What follows belongs to an exercise in optimizing a design on an open flow for small area, a short achievable clock period and few clock cycles; a production flow would make more cautious choices.
Power is estimated from default activity; no workload was simulated.

==> run a: inputs <==
## std_fp_smult_pipe
module std_fp_smult_pipe #(
    parameter WIDTH = 32,
    parameter INT_WIDTH = 16,
    parameter FRAC_WIDTH = 16
) (
    input  [WIDTH-1:0]              left,
    input  [WIDTH-1:0]              right,
    input  logic                    reset,
    input  logic                    go,
    input  logic                    clk,
    output logic [WIDTH-1:0]        out,
    output logic                    done
);
clock: 7.5 ns
lec_check: 0
cap_margin: 20
core_margin: 2
core_utilization: 40
setup_slack_margin: 2.5
slew_margin: 20
synth_hierarchical: 1
standard.sh (not shown) runs the stock make flow with config.mk's settings and CLKGATE_MAP_FILE= SYNTH_SCRIPT=/design/flow/synth_recipe.tcl, a recipe that flattens the netlist after the stock synthesis.
==> flow/flow/run.sh <==
#!/bin/bash
# Layout flow: the standard ORFS flow (standard.sh, unchanged synthesis),
# with extra ORFS variables from flow/extra.env (port buffer cell choice and
# timing-repair options). Each tool's full output is in orfs/logs/...; the
# make output is in standard.log.
set -euo pipefail
here=$(pwd)
set -a
source "$here/flow/extra.env"
set +a
bash "$here/standard.sh" > "$here/standard.log" 2>&1
==> flow/flow/extra.env <==
BUFFER_PORTS_ARGS="-buffer_cell sky130_fd_sc_hd__buf_2"
==> run b (differences from run a) <==
--- a/flow/design.v
+++ b/flow/design.v
@@ -3253,12 +3253,139 @@
   mul_fa us775 (.a(c756), .b(s771), .c(c758), .s(s775), .co(c776));
   mul_fa us777 (.a(s773), .b(c760), .c(s775), .s(s777), .co(c778));
   mul_ha us779 (.a(c762), .b(s777), .s(s779), .co(c780));
   wire [15:0] la = {c98, c84, s81, c60, c50, c40, s37, c24, c18, s15, c8, s5, c2, pp1_0, pp0_1, negz[0]};
   wire [15:0] lb = {s111, s97, s83, s71, s59, s49, s39, s31, s23, s17, s11, s7, s3, s1, 1'b0, pp0_0};
-  wire [16:0] lsum = {1'b0, la} + {1'b0, lb};
-  wire lcarry = lsum[16];
+  wire lp0, lg0;
+  mul_xor2 ulp0 (.a(negz[0]), .b(pp0_0), .y(lp0));
+  mul_and2 ulg0 (.a(negz[0]), .b(pp0_0), .y(lg0));
+  wire lp1, lg1;
+  mul_xor2 ulp1 (.a(pp0_1), .b(1'b0), .y(lp1));
+  mul_and2 ulg1 (.a(pp0_1), .b(1'b0), .y(lg1));
+  wire lp2, lg2;
+  mul_xor2 ulp2 (.a(pp1_0), .b(s1), .y(lp2));
+  mul_and2 ulg2 (.a(pp1_0), .b(s1), .y(lg2));
+  wire lp3, lg3;
+  mul_xor2 ulp3 (.a(c2), .b(s3), .y(lp3));
+  mul_and2 ulg3 (.a(c2), .b(s3), .y(lg3));
+  wire lp4, lg4;
+  mul_xor2 ulp4 (.a(s5), .b(s7), .y(lp4));
+  mul_and2 ulg4 (.a(s5), .b(s7), .y(lg4));
+  wire lp5, lg5;
+  mul_xor2 ulp5 (.a(c8), .b(s11), .y(lp5));
+  mul_and2 ulg5 (.a(c8), .b(s11), .y(lg5));
+  wire lp6, lg6;
+  mul_xor2 ulp6 (.a(s15), .b(s17), .y(lp6));
+  mul_and2 ulg6 (.a(s15), .b(s17), .y(lg6));
+  wire lp7, lg7;
+  mul_xor2 ulp7 (.a(c18), .b(s23), .y(lp7));
+  mul_and2 ulg7 (.a(c18), .b(s23), .y(lg7));
+  wire lp8, lg8;
+  mul_xor2 ulp8 (.a(c24), .b(s31), .y(lp8));
+  mul_and2 ulg8 (.a(c24), .b(s31), .y(lg8));
+  wire lp9, lg9;
+  mul_xor2 ulp9 (.a(s37), .b(s39), .y(lp9));
+  mul_and2 ulg9 (.a(s37), .b(s39), .y(lg9));
+  wire lp10, lg10;
+  mul_xor2 ulp10 (.a(c40), .b(s49), .y(lp10));
+  mul_and2 ulg10 (.a(c40), .b(s49), .y(lg10));
+  wire lp11, lg11;
+  mul_xor2 ulp11 (.a(c50), .b(s59), .y(lp11));
+  mul_and2 ulg11 (.a(c50), .b(s59), .y(lg11));
+  wire lp12, lg12;
+  mul_xor2 ulp12 (.a(c60), .b(s71), .y(lp12));
+  mul_and2 ulg12 (.a(c60), .b(s71), .y(lg12));
+  wire lp13, lg13;
+  mul_xor2 ulp13 (.a(s81), .b(s83), .y(lp13));
+  mul_and2 ulg13 (.a(s81), .b(s83), .y(lg13));
+  wire lp14, lg14;
+  mul_xor2 ulp14 (.a(c84), .b(s97), .y(lp14));
+  mul_and2 ulg14 (.a(c84), .b(s97), .y(lg14));
+  wire lp15, lg15;
+  mul_xor2 ulp15 (.a(c98), .b(s111), .y(lp15));
+  mul_and2 ulg15 (.a(c98), .b(s111), .y(lg15));
+  wire lG0_1 = lg1 | (lp1 & lg0);
+  wire lP0_1 = lp1 & lp0;
+  wire lG0_3 = lg3 | (lp3 & lg2);
+  wire lP0_3 = lp3 & lp2;
+  wire lG0_5 = lg5 | (lp5 & lg4);
+  wire lP0_5 = lp5 & lp4;
+  wire lG0_7 = lg7 | (lp7 & lg6);
+  wire lP0_7 = lp7 & lp6;
+  wire lG0_9 = lg9 | (lp9 & lg8);
+  wire lP0_9 = lp9 & lp8;
+  wire lG0_11 = lg11 | (lp11 & lg10);
+  wire lP0_11 = lp11 & lp10;
+  wire lG0_13 = lg13 | (lp13 & lg12);
+  wire lP0_13 = lp13 & lp12;
+  wire lG0_15 = lg15 | (lp15 & lg14);
+  wire lP0_15 = lp15 & lp14;
+  wire lG1_2 = lg2 | (lp2 & lG0_1);
+  wire lP1_2 = lp2 & lP0_1;
+  wire lG1_3 = lG0_3 | (lP0_3 & lG0_1);
+  wire lP1_3 = lP0_3 & lP0_1;
+  wire lG1_6 = lg6 | (lp6 & lG0_5);
+  wire lP1_6 = lp6 & lP0_5;
+  wire lG1_7 = lG0_7 | (lP0_7 & lG0_5);
+  wire lP1_7 = lP0_7 & lP0_5;
+  wire lG1_10 = lg10 | (lp10 & lG0_9);
+  wire lP1_10 = lp10 & lP0_9;
+  wire lG1_11 = lG0_11 | (lP0_11 & lG0_9);
+  wire lP1_11 = lP0_11 & lP0_9;
+  wire lG1_14 = lg14 | (lp14 & lG0_13);
+  wire lP1_14 = lp14 & lP0_13;
+  wire lG1_15 = lG0_15 | (lP0_15 & lG0_13);
+  wire lP1_15 = lP0_15 & lP0_13;
+  wire lG2_4 = lg4 | (lp4 & lG1_3);
+  wire lP2_4 = lp4 & lP1_3;
+  wire lG2_5 = lG0_5 | (lP0_5 & lG1_3);
+  wire lP2_5 = lP0_5 & lP1_3;
+  wire lG2_6 = lG1_6 | (lP1_6 & lG1_3);
+  wire lP2_6 = lP1_6 & lP1_3;
+  wire lG2_7 = lG1_7 | (lP1_7 & lG1_3);
+  wire lP2_7 = lP1_7 & lP1_3;
+  wire lG2_12 = lg12 | (lp12 & lG1_11);
+  wire lP2_12 = lp12 & lP1_11;
+  wire lG2_13 = lG0_13 | (lP0_13 & lG1_11);
+  wire lP2_13 = lP0_13 & lP1_11;
+  wire lG2_14 = lG1_14 | (lP1_14 & lG1_11);
+  wire lP2_14 = lP1_14 & lP1_11;
+  wire lG2_15 = lG1_15 | (lP1_15 & lG1_11);
+  wire lP2_15 = lP1_15 & lP1_11;
+  wire lG3_8 = lg8 | (lp8 & lG2_7);
+  wire lP3_8 = lp8 & lP2_7;
+  wire lG3_9 = lG0_9 | (lP0_9 & lG2_7);
+  wire lP3_9 = lP0_9 & lP2_7;
+  wire lG3_10 = lG1_10 | (lP1_10 & lG2_7);
+  wire lP3_10 = lP1_10 & lP2_7;
+  wire lG3_11 = lG1_11 | (lP1_11 & lG2_7);
+  wire lP3_11 = lP1_11 & lP2_7;
+  wire lG3_12 = lG2_12 | (lP2_12 & lG2_7);
+  wire lP3_12 = lP2_12 & lP2_7;
+  wire lG3_13 = lG2_13 | (lP2_13 & lG2_7);
+  wire lP3_13 = lP2_13 & lP2_7;
+  wire lG3_14 = lG2_14 | (lP2_14 & lG2_7);
+  wire lP3_14 = lP2_14 & lP2_7;
+  wire lG3_15 = lG2_15 | (lP2_15 & lG2_7);
+  wire lP3_15 = lP2_15 & lP2_7;
+  wire ls0 = lp0 ^ 1'b0;
+  wire ls1 = lp1 ^ lg0;
+  wire ls2 = lp2 ^ lG0_1;
+  wire ls3 = lp3 ^ lG1_2;
+  wire ls4 = lp4 ^ lG1_3;
+  wire ls5 = lp5 ^ lG2_4;
+  wire ls6 = lp6 ^ lG2_5;
+  wire ls7 = lp7 ^ lG2_6;
+  wire ls8 = lp8 ^ lG2_7;
+  wire ls9 = lp9 ^ lG3_8;
+  wire ls10 = lp10 ^ lG3_9;
+  wire ls11 = lp11 ^ lG3_10;
+  wire ls12 = lp12 ^ lG3_11;
+  wire ls13 = lp13 ^ lG3_12;
+  wire ls14 = lp14 ^ lG3_13;
+  wire ls15 = lp15 ^ lG3_14;
+  wire lcarry = lG3_15;
   always_ff @(posedge clk) begin
     r16_0 <= c112;
     r16_1 <= s127;
     r17_0 <= c128;
     r17_1 <= s143;
==> summary of the runs <==
In run a the clock-buffer cell count is higher than in run b, by 2. Synthesized cell count: run a is lower than run b (1.2%). Run a passed the timing, DRC and antenna checks. Run b passed the timing, DRC and antenna checks. In run b the global-route usage is lower than in run a, by 0.30 points. Sequential power is about the same in run b and run a. Of run a and run b, run b has the higher via count (gap about 0.5%, measured against run b). In run b the worst setup slack is higher than in run a, by 18 ps. Against run b, the clock power of run a is smaller by 23%. Between run b and run a, the lower non-clock buffer count is in run a (gap 5). Against run a, the sequential share of layout area of run b is lower by 0.11 points. First-iteration DRC count: run a is larger than run b (about 15%).
No run of this note included a check of the RTL's function; only the layout flow was run.


==> inputs of 02-04 <==
std_fp_smult_pipe, a different RTL version from the one above (not shown whole).
clock: 7.5 ns
lec_check: 0
cap_margin: 20
core_margin: 2
core_utilization: 40
setup_slack_margin: 2.75
slew_margin: 20
synth_hierarchical: 1
==> flow/flow/extra.env <==
BUFFER_PORTS_ARGS="-buffer_cell sky130_fd_sc_hd__buf_4"
Scripts as last shown in full above: flow/flow/run.sh
==> 12-21: changes against 02-04 <==
==> flow/flow/extra.env (replaced) <==
BUFFER_PORTS_ARGS="-buffer_cell sky130_fd_sc_hd__buf_2"
- SETUP_SLACK_MARGIN: 2.75 -> 2.5
==> reports/metrics.cfg <==
[timing]
hold_slack_ns = 1.26
finalWorstSetupSlack_ns = 2.44
fin_crit_ns = 5.06

[placement]
gp_congestion = 0.898
dp_hpwl_mm = 51.4

[grt]
grt_use_met1_pct = 34.1

[final_layout]
nNonClkBuffers = 182
fin_util_pct = 47.0
bufAreaShareNonClock_pct = 7.60
fin_area_mm2 = 0.0241
mostFrequentLayoutCells = xor2_1, a22o_1, fa_1, buf_4, dfxtp_1
seq_share_pct = 8.15

[run_status]
status = no timing/DRC/antenna violations

[drt]
drt-met1-wl_mm = 28.9
drtIter0Drc = 1581
via_per_inst = 6.10

[pwr]
combinationalPowerShare_pct = 86.3

[setup_path]
cp_common_cell = buf_4

The numbers above come from 02-04.

==> reports/metrics.cfg <==
[final_layout]
mostFrequentLayoutCells = xor2_1, a22o_1, fa_1, dfxtp_1, buf_2
fin_util_pct = 45.8
seq_share_pct = 8.35
fin_area_mm2 = 0.0235
nNonClkBuffers = 181

[timing]
fin_crit_ns = 5.02
hold_slack_ns = 1.25
finalWorstSetupSlack_ns = 2.48

[pwr]
combinationalPowerShare_pct = 85.6

[placement]
dp_hpwl_mm = 54.3
gp_congestion = 0.955

[drt]
via_per_inst = 6.14
drtIter0Drc = 1531
drt-met1-wl_mm = 29.1

[run_status]
status = no timing/DRC/antenna violations

[grt]
grt_use_met1_pct = 34.5

The numbers above come from 12-21.

Function was not checked in any run of this note: the RTL went through the layout flow alone.

## static timing again, ports no longer ideal
How much do the figures lean on ideal ports? The routed layouts below were timed once more, with nothing changed but the port constraints. Step 1 sets driving cells, clkbuf_16 on the clock port and buf_2 on the other inputs (assumed; they add their load-dependent delay and slew). Step 2 moves the port delays by t, midway between the first and last clock arrival at a register: inputs arrive t later, outputs are due t later. That takes back most of the time a late clock gives input paths. Three values: no drivers, after step 1, after step 2; two values: the first two.
run | shift t [ns] | slack for setup (ns) | worst setup path after step 2 | cell pins on the clock port's net
run a | 0.444 | 2.510 / 2.470 / 2.085 | input to register | 1
run b | 0.441 | 2.528 / 2.506 / 2.100 | input to register | 1
02-04 | 0.454 | 2.443 / 2.385 / 2.214 | input to register | 1
12-21 | 0.457 | 2.480 / 2.421 / 2.148 | input to register | 1
After both steps setup and hold are still met in every run listed. The setup slack of run b, which loses most, moves by -0.022 ns with the drivers and by -0.428 ns with both steps.
